Source: an optimization exercise on an open RTL-to-GDS flow (aim: small area). Production flows keep margins and buffers that such runs may drop.
Only simulation tests tie the RTL to the original design; equivalence was not proved.
The flow treats the clock pin as an ideal source. Dropping or thinning the clock tree relies on that and would not hold on a real chip.
Power figures rest on the tool's default switching activity, not on a simulated workload.

==> flow/design.v (excerpt) <==
module top (
    input  logic       clk,
    input  logic       rst,
    input  logic       gradient,
    input  logic       red,
    input  logic       green,
    input  logic       blue,
    input  logic       white,
    input  logic       box_enable,
    output logic       vga_h_sync,
    output logic       vga_v_sync,
    output logic [7:0] VGA_R,
    output logic [7:0] VGA_G,
    output logic [7:0] VGA_B,
    output logic       vga_sync,
    output logic       vga_display
);
For scale: ~390 cells after synthesis, about 58 flip-flops.
clock: 20.0 ns
lec_check: 0
abc_area: 1
cap_margin: 20
core_margin: 2
core_utilization: 88
slew_margin: 20
standard.sh (not shown) runs the stock make flow with config.mk's settings and CLKGATE_MAP_FILE= SYNTH_SCRIPT=/design/flow/synth_recipe.tcl, a recipe that flattens the netlist after the stock synthesis.
==> flow/flow/run.sh <==
#!/bin/bash
# Standard ORFS layout, with changes that only affect cell area:
#  - synthesis maps the logic with an area-only ABC script (no buffering or
#    upsizing against the clock target) and leaves adders to ABC instead of
#    mapping them to half/full-adder cells first; flip-flops are mapped as usual,
#  - ports are buffered with buf_1 cells,
#  - the clock is distributed by four clkbuf_8 (flow/clockbuf.tcl) instead of
#    an H-tree; the rest of the CTS step (legalisation, repair) is unchanged.
set -euo pipefail
W=$(pwd)
S=$W/scripts_area
rm -rf "$S"
cp -r "$FLOW_HOME/scripts" "$S"
cp "$W/flow/abc_area.script" "$S/abc_area.script"
sed -i "s#^log_cmd clock_tree_synthesis .*#source $W/flow/clockbuf.tcl#" "$S/cts.tcl"
grep -q "flow/clockbuf.tcl" "$S/cts.tcl"

bash standard.sh "SCRIPTS_DIR=$S" "ADDER_MAP_FILE=" synth > "$W/run_synth.log" 2>&1
export FLOW_CLKBUF=sky130_fd_sc_hd__clkbuf_8
bash standard.sh "SCRIPTS_DIR=$S" "BUFFER_PORTS_ARGS=-buffer_cell sky130_fd_sc_hd__buf_1" finish > "$W/run_layout.log" 2>&1
==> flow/flow/abc_area.script <==
strash
dc2
balance
 rewrite
 refactor
 balance
 rewrite
 rewrite -z
 balance
 refactor -z
 rewrite -z
 balance
balance
 rewrite
 refactor
 balance
 rewrite
 rewrite -z
 balance
 refactor -z
 rewrite -z
 balance
dch -f
amap
topo
==> flow/flow/clockbuf.tcl <==
# Clock distribution for this small design: the flip-flops are split into
# four groups by placement (above/below the median y, then left/right of each
# half's median x); each group is driven by one clock buffer placed at its
# centre, and the clock port drives the four buffers. Used in place of
# clock_tree_synthesis by cts.tcl.
set bufcell $::env(FLOW_CLKBUF)
set block [ord::get_db_block]
set port_net [[$block findBTerm clk] getNet]
$port_net setSigType CLOCK
set master [[ord::get_db] findMaster $bufcell]
set sinks {}
foreach it [$port_net getITerms] {
  set loc [[$it getInst] getLocation]
  lappend sinks [list [lindex $loc 0] [lindex $loc 1] $it]
}
proc halves {l idx} {
  set s [lsort -integer -index $idx $l]
  set h [expr {[llength $s] / 2}]
  return [list [lrange $s 0 [expr {$h - 1}]] [lrange $s $h end]]
}
set groups {}
foreach half [halves $sinks 1] {
  foreach q [halves $half 0] { lappend groups $q }
}
set k 0
foreach g $groups {
  set buf [odb::dbInst_create $block $master clkbuf_leaf_$k]
  set net [odb::dbNet_create $block clk_leaf_$k]
  $net setSigType CLOCK
  set sx 0; set sy 0
  foreach s $g {
    incr sx [lindex $s 0]; incr sy [lindex $s 1]
    set it [lindex $s 2]
    $it disconnect
    $it connect $net
  }
  set n [llength $g]
  [$buf findITerm A] connect $port_net
  [$buf findITerm X] connect $net
  $buf setLocation [expr {$sx / $n}] [expr {$sy / $n}]
  $buf setPlacementStatus PLACED
  puts "clockbuf: $bufcell clkbuf_leaf_$k drives $n clock pins"
  incr k
}
set_propagated_clock [all_clocks]
The baseline did not get past global placement without I/O (3_1_place_gp_skip_io), error GPL-0301.
Change:
--- a/flow/config.mk
+++ b/flow/config.mk
@@ -9,4 +9,4 @@
 export CAP_MARGIN = 20
 export CORE_MARGIN = 2
-export CORE_UTILIZATION = 88
+export CORE_UTILIZATION = 80
 export SLEW_MARGIN = 20
Now the flow ran to the end with no violations.
Synthesized area does not change.
Synthesized cell count does not change.
Change:
--- a/flow/config.mk
+++ b/flow/config.mk
@@ -9,4 +9,4 @@
 export CAP_MARGIN = 20
 export CORE_MARGIN = 2
-export CORE_UTILIZATION = 80
+export CORE_UTILIZATION = 82
 export SLEW_MARGIN = 20
Now the flow did not get past global placement (3_3_place_gp) (GPL-0301).
Synthesized area is unchanged.
Synthesized cell count stays the same.
Change:
==> flow/flow/run.sh (replaced) <==
#!/bin/bash
# Standard ORFS layout, with changes that only affect cell area:
#  - synthesis maps the logic with an area-only ABC script (no buffering or
#    upsizing against the clock target) and leaves adders to ABC instead of
#    mapping them to half/full-adder cells first; flip-flops are mapped as usual,
#  - ports are buffered with buf_1 cells,
#  - the clock tree uses few, larger clusters and no dummy loads.
set -euo pipefail
W=$(pwd)
S=$W/scripts_area
rm -rf "$S"
cp -r "$FLOW_HOME/scripts" "$S"
cp "$W/flow/abc_area.script" "$S/abc_area.script"

bash standard.sh "SCRIPTS_DIR=$S" "ADDER_MAP_FILE=" synth > "$W/run_synth.log" 2>&1

CTS="-sink_clustering_enable -repair_clock_nets -dont_use_dummy_load -buf_list sky130_fd_sc_hd__clkbuf_4"
bash standard.sh "BUFFER_PORTS_ARGS=-buffer_cell sky130_fd_sc_hd__buf_1" "CTS_ARGS=$CTS" finish > "$W/run_layout.log" 2>&1
--- a/flow/config.mk
+++ b/flow/config.mk
@@ -9,4 +9,4 @@
 export CAP_MARGIN = 20
 export CORE_MARGIN = 2
-export CORE_UTILIZATION = 82
+export CORE_UTILIZATION = 80
 export SLEW_MARGIN = 20
removed: flow/flow/clockbuf.tcl
What happened:
- With this change the flow finished with timing, DRC and antenna clean
- area after synthesis is unchanged
- synthesized cell count stays the same
Change:
--- a/flow/flow/run.sh
+++ b/flow/flow/run.sh
@@ -15,4 +15,4 @@
 bash standard.sh "SCRIPTS_DIR=$S" "ADDER_MAP_FILE=" synth > "$W/run_synth.log" 2>&1
 
-CTS="-sink_clustering_enable -repair_clock_nets -dont_use_dummy_load -buf_list sky130_fd_sc_hd__clkbuf_4"
+CTS="-sink_clustering_enable -repair_clock_nets -dont_use_dummy_load -sink_clustering_size 30 -sink_clustering_max_diameter 100 -buf_list sky130_fd_sc_hd__clkbuf_8"
 bash standard.sh "BUFFER_PORTS_ARGS=-buffer_cell sky130_fd_sc_hd__buf_1" "CTS_ARGS=$CTS" finish > "$W/run_layout.log" 2>&1
==> flow/flow/abc_area.script (replaced) <==
strash
dc2
balance
rewrite
refactor
balance
rewrite
rewrite -z
balance
refactor -z
rewrite -z
balance
dch -f
map -a
topo
--- a/flow/config.mk
+++ b/flow/config.mk
@@ -9,4 +9,4 @@
 export CAP_MARGIN = 20
 export CORE_MARGIN = 2
-export CORE_UTILIZATION = 80
+export CORE_UTILIZATION = 75
 export SLEW_MARGIN = 20
The new run finished clean.
Area after synthesis went up by 3.6%.
Global-route usage went down by 5.1 points.
Total power went up by about 9%.
Routed wire length went down by about 7%.
Design area went up by about 5.3%.
Clock-buffer cell count stays the same.
Utilization went down by 4.2 points.
Combinational power went down by about 2%.
The clock cells of the second run of this note come from the design's own scripts or RTL, not from TritonCTS.

---

Setup of build 13:
top, a different RTL version from the one above (not shown whole).
For scale: ~370 cells after synthesis, about 58 flip-flops, ~36 I/O pins, about 0.0028 mm^2 of cells after synthesis.
// top
module top (
    input  logic       clk,
    input  logic       rst,
    input  logic       gradient,
    input  logic       red,
    input  logic       green,
    input  logic       blue,
    input  logic       white,
    input  logic       box_enable,
    output logic       vga_h_sync,
    output logic       vga_v_sync,
    output logic [7:0] VGA_R,
    output logic [7:0] VGA_G,
    output logic [7:0] VGA_B,
    output logic       vga_sync,
    output logic       vga_display
);
    logic [6:0] xk;
    logic       xc;
    logic [1:0] xj;
    logic [5:0] yq;
    logic [2:0] ya;
    logic       yb;
    logic [9:0] ux;
    logic [8:0] uy;
    logic       dx, dy;
    logic [7:0] r, b;
    logic       g;
    wire       blank = (xj == 2'd3);
    wire [7:0] xbl   = {xk, xc};                           
    wire x0   = (xk == 7'd0) && !xc && (xj == 2'd0);       
    wire x1   = (xk == 7'd0) && !xc && (xj == 2'd1);       
    wire xend = blank && xk[6] && (xk[3:0] == 4'hf);       
    wire yend = (yq == 6'd34) && (ya == 3'd7) && yb;       
    wire y0   = (yq == 6'd0) && (ya == 3'd0) && !yb;       
    wire disp_x = !blank && !x0 && !((xk == 7'd127) && xc && (xj == 2'd2));
    wire disp_y = (yq < 6'd31) || ((yq == 6'd31) && !((ya == 3'd7) && yb));
  ...
==> flow/config.mk <==
export PLATFORM = sky130hd
export DESIGN_NAME = top
export DESIGN_NICKNAME = top
export VERILOG_FILES = /design/flow/design.v
export SDC_FILE = /design/flow/constraint.sdc
export NUM_CORES = 4
export LEC_CHECK = 0
export ABC_AREA = 1
export CAP_MARGIN = 20
export CORE_MARGIN = 2
export CORE_UTILIZATION = 76
export SLEW_MARGIN = 20
==> flow/constraint.sdc <==
create_clock -name core_clock -period 20.0 [get_ports {clk}]
set_input_delay 4.0000 -clock core_clock [delete_from_list [all_inputs] [get_ports {clk}]]
set_output_delay 4.0000 -clock core_clock [all_outputs]
set_load 0.01 [all_outputs]
==> flow/flow/run.sh <==
#!/bin/bash
# Standard ORFS layout, with changes that only affect cell area:
#  - synthesis maps the logic with area-only ABC scripts (no buffering or
#    upsizing against the clock target) and leaves adders to ABC instead of
#    mapping them to half/full-adder cells first; flip-flops are mapped as
#    usual. It is run once per script in flow/abc_*.script and the script
#    giving the smallest netlist is used for the layout,
#  - ports are buffered with buf_1 cells,
#  - the clock is distributed by four clkbuf_8 (flow/clockbuf.tcl) instead of
#    an H-tree; the rest of the CTS step (legalisation, repair) is unchanged.
set -euo pipefail
W=$(pwd)
S=$W/scripts_area
rm -rf "$S"
cp -r "$FLOW_HOME/scripts" "$S"
sed -i "s#^log_cmd clock_tree_synthesis .*#source $W/flow/clockbuf.tcl#" "$S/cts.tcl"
grep -q "flow/clockbuf.tcl" "$S/cts.tcl"
STAT=$W/orfs/reports/sky130hd/top/base/synth_stat.txt

best=""
best_area=""
for f in "$W"/flow/abc_*.script; do
  name=$(basename "$f" .script)
  rm -rf "$W/orfs"
  cp "$f" "$S/abc_area.script"
  bash standard.sh "SCRIPTS_DIR=$S" "ADDER_MAP_FILE=" synth > "$W/run_synth_$name.log" 2>&1
  area=$(awk '/Chip area for module/ {print $NF}' "$STAT")
  echo "$name $area" >> "$W/run_synth_areas.log"
  if [[ -z "$best" ]] || awk -v a="$area" -v b="$best_area" 'BEGIN{exit !(a < b)}'; then
    best=$f; best_area=$area
  fi
done
echo "using $(basename "$best") ($best_area)" >> "$W/run_synth_areas.log"

rm -rf "$W/orfs"
cp "$best" "$S/abc_area.script"
bash standard.sh "SCRIPTS_DIR=$S" "ADDER_MAP_FILE=" synth > "$W/run_synth.log" 2>&1

export FLOW_CLKBUF=sky130_fd_sc_hd__clkbuf_8
bash standard.sh "SCRIPTS_DIR=$S" "BUFFER_PORTS_ARGS=-buffer_cell sky130_fd_sc_hd__buf_1" finish > "$W/run_layout.log" 2>&1
==> flow/flow/abc_m1.script <==
strash
dc2
balance
 rewrite
 refactor
 balance
 rewrite
 rewrite -z
 balance
 refactor -z
 rewrite -z
 balance
balance
 rewrite
 refactor
 balance
 rewrite
 rewrite -z
 balance
 refactor -z
 rewrite -z
 balance
dch -f
amap
topo
==> flow/flow/abc_m6.script <==
strash
dc2
balance
 rewrite
 refactor
 balance
 rewrite
 rewrite -z
 balance
 refactor -z
 rewrite -z
 balance
balance
 rewrite
 refactor
 balance
 rewrite
 rewrite -z
 balance
 refactor -z
 rewrite -z
 balance
balance
 rewrite
 refactor
 balance
 rewrite
 rewrite -z
 balance
 refactor -z
 rewrite -z
 balance
dch -f
amap
topo
==> flow/flow/abc_m7.script <==
strash
dc2
balance
 rewrite
 refactor
 balance
 rewrite
 rewrite -z
 balance
 refactor -z
 rewrite -z
 balance
dc2
balance
 rewrite
 refactor
 balance
 rewrite
 rewrite -z
 balance
 refactor -z
 rewrite -z
 balance
dch -f
amap
topo
==> flow/flow/abc_q1.script <==
strash
dc2
resub -K 6
 rewrite
 resub -K 6 -N 2
 refactor
 resub -K 8
 balance
 resub -K 8 -N 2
 rewrite
 resub -K 10
 rewrite -z
 resub -K 10 -N 2
 balance
 resub -K 12
 refactor -z
 resub -K 12 -N 2
 rewrite -z
 balance
dch -f
amap
topo
==> flow/flow/abc_q5.script <==
strash
dc2
balance
 rewrite
 refactor
 balance
 rewrite
 rewrite -z
 balance
 refactor -z
 rewrite -z
 balance
dc2
dch -f
amap
topo
==> flow/flow/abc_q7.script <==
strash
dc2
resub -K 6
 rewrite
 resub -K 6 -N 2
 refactor
 resub -K 8
 balance
 resub -K 8 -N 2
 rewrite
 resub -K 10
 rewrite -z
 resub -K 10 -N 2
 balance
 resub -K 12
 refactor -z
 resub -K 12 -N 2
 rewrite -z
 balance
resub -K 6
 rewrite
 resub -K 6 -N 2
 refactor
 resub -K 8
 balance
 resub -K 8 -N 2
 rewrite
 resub -K 10
 rewrite -z
 resub -K 10 -N 2
 balance
 resub -K 12
 refactor -z
 resub -K 12 -N 2
 rewrite -z
 balance
dch -f
amap
topo
==> flow/flow/abc_q9.script <==
strash
dc2
resub -K 6
 rewrite
 resub -K 6 -N 2
 refactor
 resub -K 8
 balance
 resub -K 8 -N 2
 rewrite
 resub -K 10
 rewrite -z
 resub -K 10 -N 2
 balance
 resub -K 12
 refactor -z
 resub -K 12 -N 2
 rewrite -z
 balance
dc2
resub -K 6
 rewrite
 resub -K 6 -N 2
 refactor
 resub -K 8
 balance
 resub -K 8 -N 2
 rewrite
 resub -K 10
 rewrite -z
 resub -K 10 -N 2
 balance
 resub -K 12
 refactor -z
 resub -K 12 -N 2
 rewrite -z
 balance
dch -f
amap
topo
Other scripts of this flow, unchanged in this note and not shown: flow/flow/clockbuf.tcl
Build 13 finished every stage and its layout cleared the timing, design-rule and antenna checks.
For build 56, these inputs were changed with respect to build 13:
# build 13
export LEC_CHECK = 0
export ABC_AREA = 1
export CAP_MARGIN = 20
export CORE_MARGIN = 2
export CORE_UTILIZATION = 76
export SLEW_MARGIN = 20
create_clock -name core_clock -period 20.0 [get_ports {clk}]
# build 56
export LEC_CHECK = 0
export ABC_AREA = 1
export CAP_MARGIN = 20
export CORE_MARGIN = 2
export CORE_UTILIZATION = 80
export SLEW_MARGIN = 20
create_clock -name core_clock -period 20.0 [get_ports {clk}]
==> flow/flow/run.sh <==
#!/bin/bash
# Standard ORFS layout, with changes that only affect cell area:
#  - synthesis maps the logic with an area-only ABC script (no buffering or
#    upsizing against the clock target) and leaves adders to ABC instead of
#    mapping them to half/full-adder cells first; flip-flops are mapped as usual,
#  - ports are buffered with buf_1 cells,
#  - the clock is distributed by four clkbuf_8 (flow/clockbuf.tcl) instead of
#    an H-tree; the rest of the CTS step (legalisation, repair) is unchanged.
set -euo pipefail
W=$(pwd)
S=$W/scripts_area
rm -rf "$S"
cp -r "$FLOW_HOME/scripts" "$S"
cp "$W/flow/abc_area.script" "$S/abc_area.script"
sed -i "s#^log_cmd clock_tree_synthesis .*#source $W/flow/clockbuf.tcl#" "$S/cts.tcl"
grep -q "flow/clockbuf.tcl" "$S/cts.tcl"

bash standard.sh "SCRIPTS_DIR=$S" "ADDER_MAP_FILE=" synth > "$W/run_synth.log" 2>&1
export FLOW_CLKBUF=sky130_fd_sc_hd__clkbuf_8
bash standard.sh "SCRIPTS_DIR=$S" "BUFFER_PORTS_ARGS=-buffer_cell sky130_fd_sc_hd__buf_1" finish > "$W/run_layout.log" 2>&1
==> flow/flow/abc_area.script (new file) <==
strash
dc2
balance
 rewrite
 refactor
 balance
 rewrite
 rewrite -z
 balance
 refactor -z
 rewrite -z
 balance
balance
 rewrite
 refactor
 balance
 rewrite
 rewrite -z
 balance
 refactor -z
 rewrite -z
 balance
dch -f
amap
topo
removed: flow/flow/abc_m1.script
removed: flow/flow/abc_m6.script
removed: flow/flow/abc_m7.script
removed: flow/flow/abc_q1.script
removed: flow/flow/abc_q5.script
removed: flow/flow/abc_q7.script
removed: flow/flow/abc_q9.script
Notes after the runs:
- Build 13 finished every step from synthesis to the final layout, and the layout passed the timing, design-rule and antenna checks.
- Build 56 is listed as incomplete: the tool reported an error in 3_3_place_gp and the run ended there.
- Build 56 — die outline width 1.8% lower, build 13 as reference
- Side by side, area share of and/or/nand/nor cells after synthesis turned out higher in build 56 than in build 13.
- Diff build 13..build 56 | number of cell rows | unchanged
- Going from build 13 to build 56, per-instance average area after synthesis shrinks by 0.37%.
- Diff build 56 and build 13: summed instance area of the synthesized netlist lower in build 13
- In the metrics for build 56 and build 13, the one carrying the higher initial cell density of the core is build 56.
- [compare] base=build 13 new=build 56: gate count after technology mapping +6; area fraction in compound gates after synthesis fell 1.2 points.
Inputs modified between build 56 and build 22:
# build 56
export LEC_CHECK = 0
export ABC_AREA = 1
export CAP_MARGIN = 20
export CORE_MARGIN = 2
export CORE_UTILIZATION = 80
export SLEW_MARGIN = 20
create_clock -name core_clock -period 20.0 [get_ports {clk}]
# build 22
export LEC_CHECK = 0
export ABC_AREA = 1
export CAP_MARGIN = 20
export CORE_MARGIN = 2
export CORE_UTILIZATION = 76
export SLEW_MARGIN = 20
create_clock -name core_clock -period 20.0 [get_ports {clk}]
==> flow/flow/run.sh <==
#!/bin/bash
# Standard ORFS layout, with changes that only affect cell area:
#  - synthesis maps the logic with area-only ABC scripts (no buffering or
#    upsizing against the clock target) and leaves adders to ABC instead of
#    mapping them to half/full-adder cells first; flip-flops are mapped as
#    usual. It is run once per script in flow/abc_*.script and the script
#    giving the smallest netlist is used for the layout,
#  - ports are buffered with buf_1 cells,
#  - the clock is distributed by four clkbuf_8 (flow/clockbuf.tcl) instead of
#    an H-tree; the rest of the CTS step (legalisation, repair) is unchanged.
set -euo pipefail
W=$(pwd)
S=$W/scripts_area
rm -rf "$S"
cp -r "$FLOW_HOME/scripts" "$S"
sed -i "s#^log_cmd clock_tree_synthesis .*#source $W/flow/clockbuf.tcl#" "$S/cts.tcl"
grep -q "flow/clockbuf.tcl" "$S/cts.tcl"
STAT=$W/orfs/reports/sky130hd/top/base/synth_stat.txt

best=""
best_area=""
for f in "$W"/flow/abc_*.script; do
  name=$(basename "$f" .script)
  rm -rf "$W/orfs"
  cp "$f" "$S/abc_area.script"
  bash standard.sh "SCRIPTS_DIR=$S" "ADDER_MAP_FILE=" synth > "$W/run_synth_$name.log" 2>&1
  area=$(awk '/Chip area for module/ {print $NF}' "$STAT")
  echo "$name $area" >> "$W/run_synth_areas.log"
  if [[ -z "$best" ]] || awk -v a="$area" -v b="$best_area" 'BEGIN{exit !(a < b)}'; then
    best=$f; best_area=$area
  fi
done
echo "using $(basename "$best") ($best_area)" >> "$W/run_synth_areas.log"

rm -rf "$W/orfs"
cp "$best" "$S/abc_area.script"
bash standard.sh "SCRIPTS_DIR=$S" "ADDER_MAP_FILE=" synth > "$W/run_synth.log" 2>&1

export FLOW_CLKBUF=sky130_fd_sc_hd__clkbuf_8
bash standard.sh "SCRIPTS_DIR=$S" "BUFFER_PORTS_ARGS=-buffer_cell sky130_fd_sc_hd__buf_1" finish > "$W/run_layout.log" 2>&1
==> flow/flow/abc_m1.script (new file) <==
strash
dc2
balance
 rewrite
 refactor
 balance
 rewrite
 rewrite -z
 balance
 refactor -z
 rewrite -z
 balance
balance
 rewrite
 refactor
 balance
 rewrite
 rewrite -z
 balance
 refactor -z
 rewrite -z
 balance
dch -f
amap
topo
==> flow/flow/abc_m6.script (new file) <==
strash
dc2
balance
 rewrite
 refactor
 balance
 rewrite
 rewrite -z
 balance
 refactor -z
 rewrite -z
 balance
balance
 rewrite
 refactor
 balance
 rewrite
 rewrite -z
 balance
 refactor -z
 rewrite -z
 balance
balance
 rewrite
 refactor
 balance
 rewrite
 rewrite -z
 balance
 refactor -z
 rewrite -z
 balance
dch -f
amap
topo
==> flow/flow/abc_m7.script (new file) <==
strash
dc2
balance
 rewrite
 refactor
 balance
 rewrite
 rewrite -z
 balance
 refactor -z
 rewrite -z
 balance
dc2
balance
 rewrite
 refactor
 balance
 rewrite
 rewrite -z
 balance
 refactor -z
 rewrite -z
 balance
dch -f
amap
topo
==> flow/flow/abc_n4.script (new file) <==
strash
dc2
balance
 rewrite
 refactor
 balance
 rewrite
 rewrite -z
 balance
 refactor -z
 rewrite -z
 balance
balance
 rewrite
 refactor
 balance
 rewrite
 rewrite -z
 balance
 refactor -z
 rewrite -z
 balance
&get -n
&dch -f
&nf
&put
==> flow/flow/abc_s3.script (new file) <==
strash
dc2
balance
 rewrite
 refactor
 balance
 rewrite
 rewrite -z
 balance
 refactor -z
 rewrite -z
 balance
dch -f
map -a
topo
removed: flow/flow/abc_area.script
Results
- Build 22 finished every stage and its layout cleared the timing, design-rule and antenna checks.
- Build 22 against build 56: number of nets produced by synthesis moved down; synthesized cell count moved down.
- When build 22 is measured against build 56, its complex-gate fraction of the synthesized area turns out 0.94 points higher.
- Relative to build 56, the simple-gate area share of the yosys netlist of build 22 is lower by 0.82 points.
- Of build 56 and build 22, the run reporting the higher area after synthesis was build 56.
What build 78 does differently from build 22 at the input level:
# build 22
export LEC_CHECK = 0
export ABC_AREA = 1
export CAP_MARGIN = 20
export CORE_MARGIN = 2
export CORE_UTILIZATION = 76
export SLEW_MARGIN = 20
create_clock -name core_clock -period 20.0 [get_ports {clk}]
# build 78
export LEC_CHECK = 0
export ABC_AREA = 1
export CAP_MARGIN = 20
export CELL_PAD_IN_SITES_DETAIL_PLACEMENT = 0
export CELL_PAD_IN_SITES_GLOBAL_PLACEMENT = 0
export CORE_MARGIN = 2
export CORE_UTILIZATION = 80
export SLEW_MARGIN = 20
create_clock -name core_clock -period 20.0 [get_ports {clk}]
==> flow/flow/run.sh <==
#!/bin/bash
# Standard ORFS layout, with changes that only affect cell area:
#  - synthesis maps the logic with an area-only ABC script (no buffering or
#    upsizing against the clock target) and leaves adders to ABC instead of
#    mapping them to half/full-adder cells first; flip-flops are mapped as usual,
#  - ports are buffered with buf_1 cells,
#  - the clock is distributed by four clkbuf_8 (flow/clockbuf.tcl) instead of
#    an H-tree; the rest of the CTS step (legalisation, repair) is unchanged.
set -euo pipefail
W=$(pwd)
S=$W/scripts_area
rm -rf "$S"
cp -r "$FLOW_HOME/scripts" "$S"
cp "$W/flow/abc_area.script" "$S/abc_area.script"
sed -i "s#^log_cmd clock_tree_synthesis .*#source $W/flow/clockbuf.tcl#" "$S/cts.tcl"
grep -q "flow/clockbuf.tcl" "$S/cts.tcl"

bash standard.sh "SCRIPTS_DIR=$S" "ADDER_MAP_FILE=" synth > "$W/run_synth.log" 2>&1
export FLOW_CLKBUF=sky130_fd_sc_hd__clkbuf_8
bash standard.sh "SCRIPTS_DIR=$S" "BUFFER_PORTS_ARGS=-buffer_cell sky130_fd_sc_hd__buf_1" finish > "$W/run_layout.log" 2>&1
==> flow/flow/abc_area.script (new file) <==
strash
dc2
balance
 rewrite
 refactor
 balance
 rewrite
 rewrite -z
 balance
 refactor -z
 rewrite -z
 balance
balance
 rewrite
 refactor
 balance
 rewrite
 rewrite -z
 balance
 refactor -z
 rewrite -z
 balance
dch -f
amap
topo
removed: flow/flow/abc_m1.script
removed: flow/flow/abc_m6.script
removed: flow/flow/abc_m7.script
removed: flow/flow/abc_n4.script
removed: flow/flow/abc_s3.script
Findings:
Build 78 did not finish: a tool error stopped it during 3_3_place_gp.
Build 78: number of different library cells in the post-synthesis netlist 4 above build 22
For the post-synthesis instance area, build 78 came in about 0.54% higher than build 22 did.
Of build 78 and build 22, the run reporting the higher effective utilization at floorplan was build 78.
Relative to build 22, part of the Yosys area used for sequential elements has gone down in build 78.
In the flow results for build 78 and build 22, the fraction of the mapped netlist area in compound gates is smaller on build 78.
The clock cells of build 13 and build 22 come from the design's own scripts or RTL, not from TritonCTS.

==> re-timing with driven ports <==
The results above use ideal ports. As a check the final layouts listed here were re-extracted and re-timed, cells and wires unchanged.
Step 1 assumes that a clkbuf_16 drives the clock port and a buf_2 every other input.
Step 2 moves the port delays by t, midway between the first and last clock arrival at a register: inputs arrive t later, outputs are due t later. That takes back most of the time a late clock gives input paths.
Three values: ideal ports, drivers, drivers and shift; two values: the first two.
| run | t, ns | slack for setup (ns) | latest minus earliest clock arrival (ns) |
|---|---|---|---|
| the second run of note 1 | 0.206 | 12.483 / 12.425 / 12.631 | 0.014 / 0.015 |
| the fourth run of note 1 | 0.417 | 12.297 / 12.270 / 12.687 | 0.023 / 0.023 |
| the fifth run of note 1 | 0.364 | 13.604 / 13.577 / 13.942 | 0.017 / 0.017 |
| build 13 | 0.203 | 14.012 / 13.956 / 13.908 | 0.015 / 0.014 |
| build 22 | 0.202 | 13.837 / 13.783 / 13.944 | 0.014 / 0.015 |
After both steps setup and hold are still met in every run listed. For build 13, which loses most, drivers alone change the setup slack by -0.056 ns; drivers and shift together by -0.104 ns.
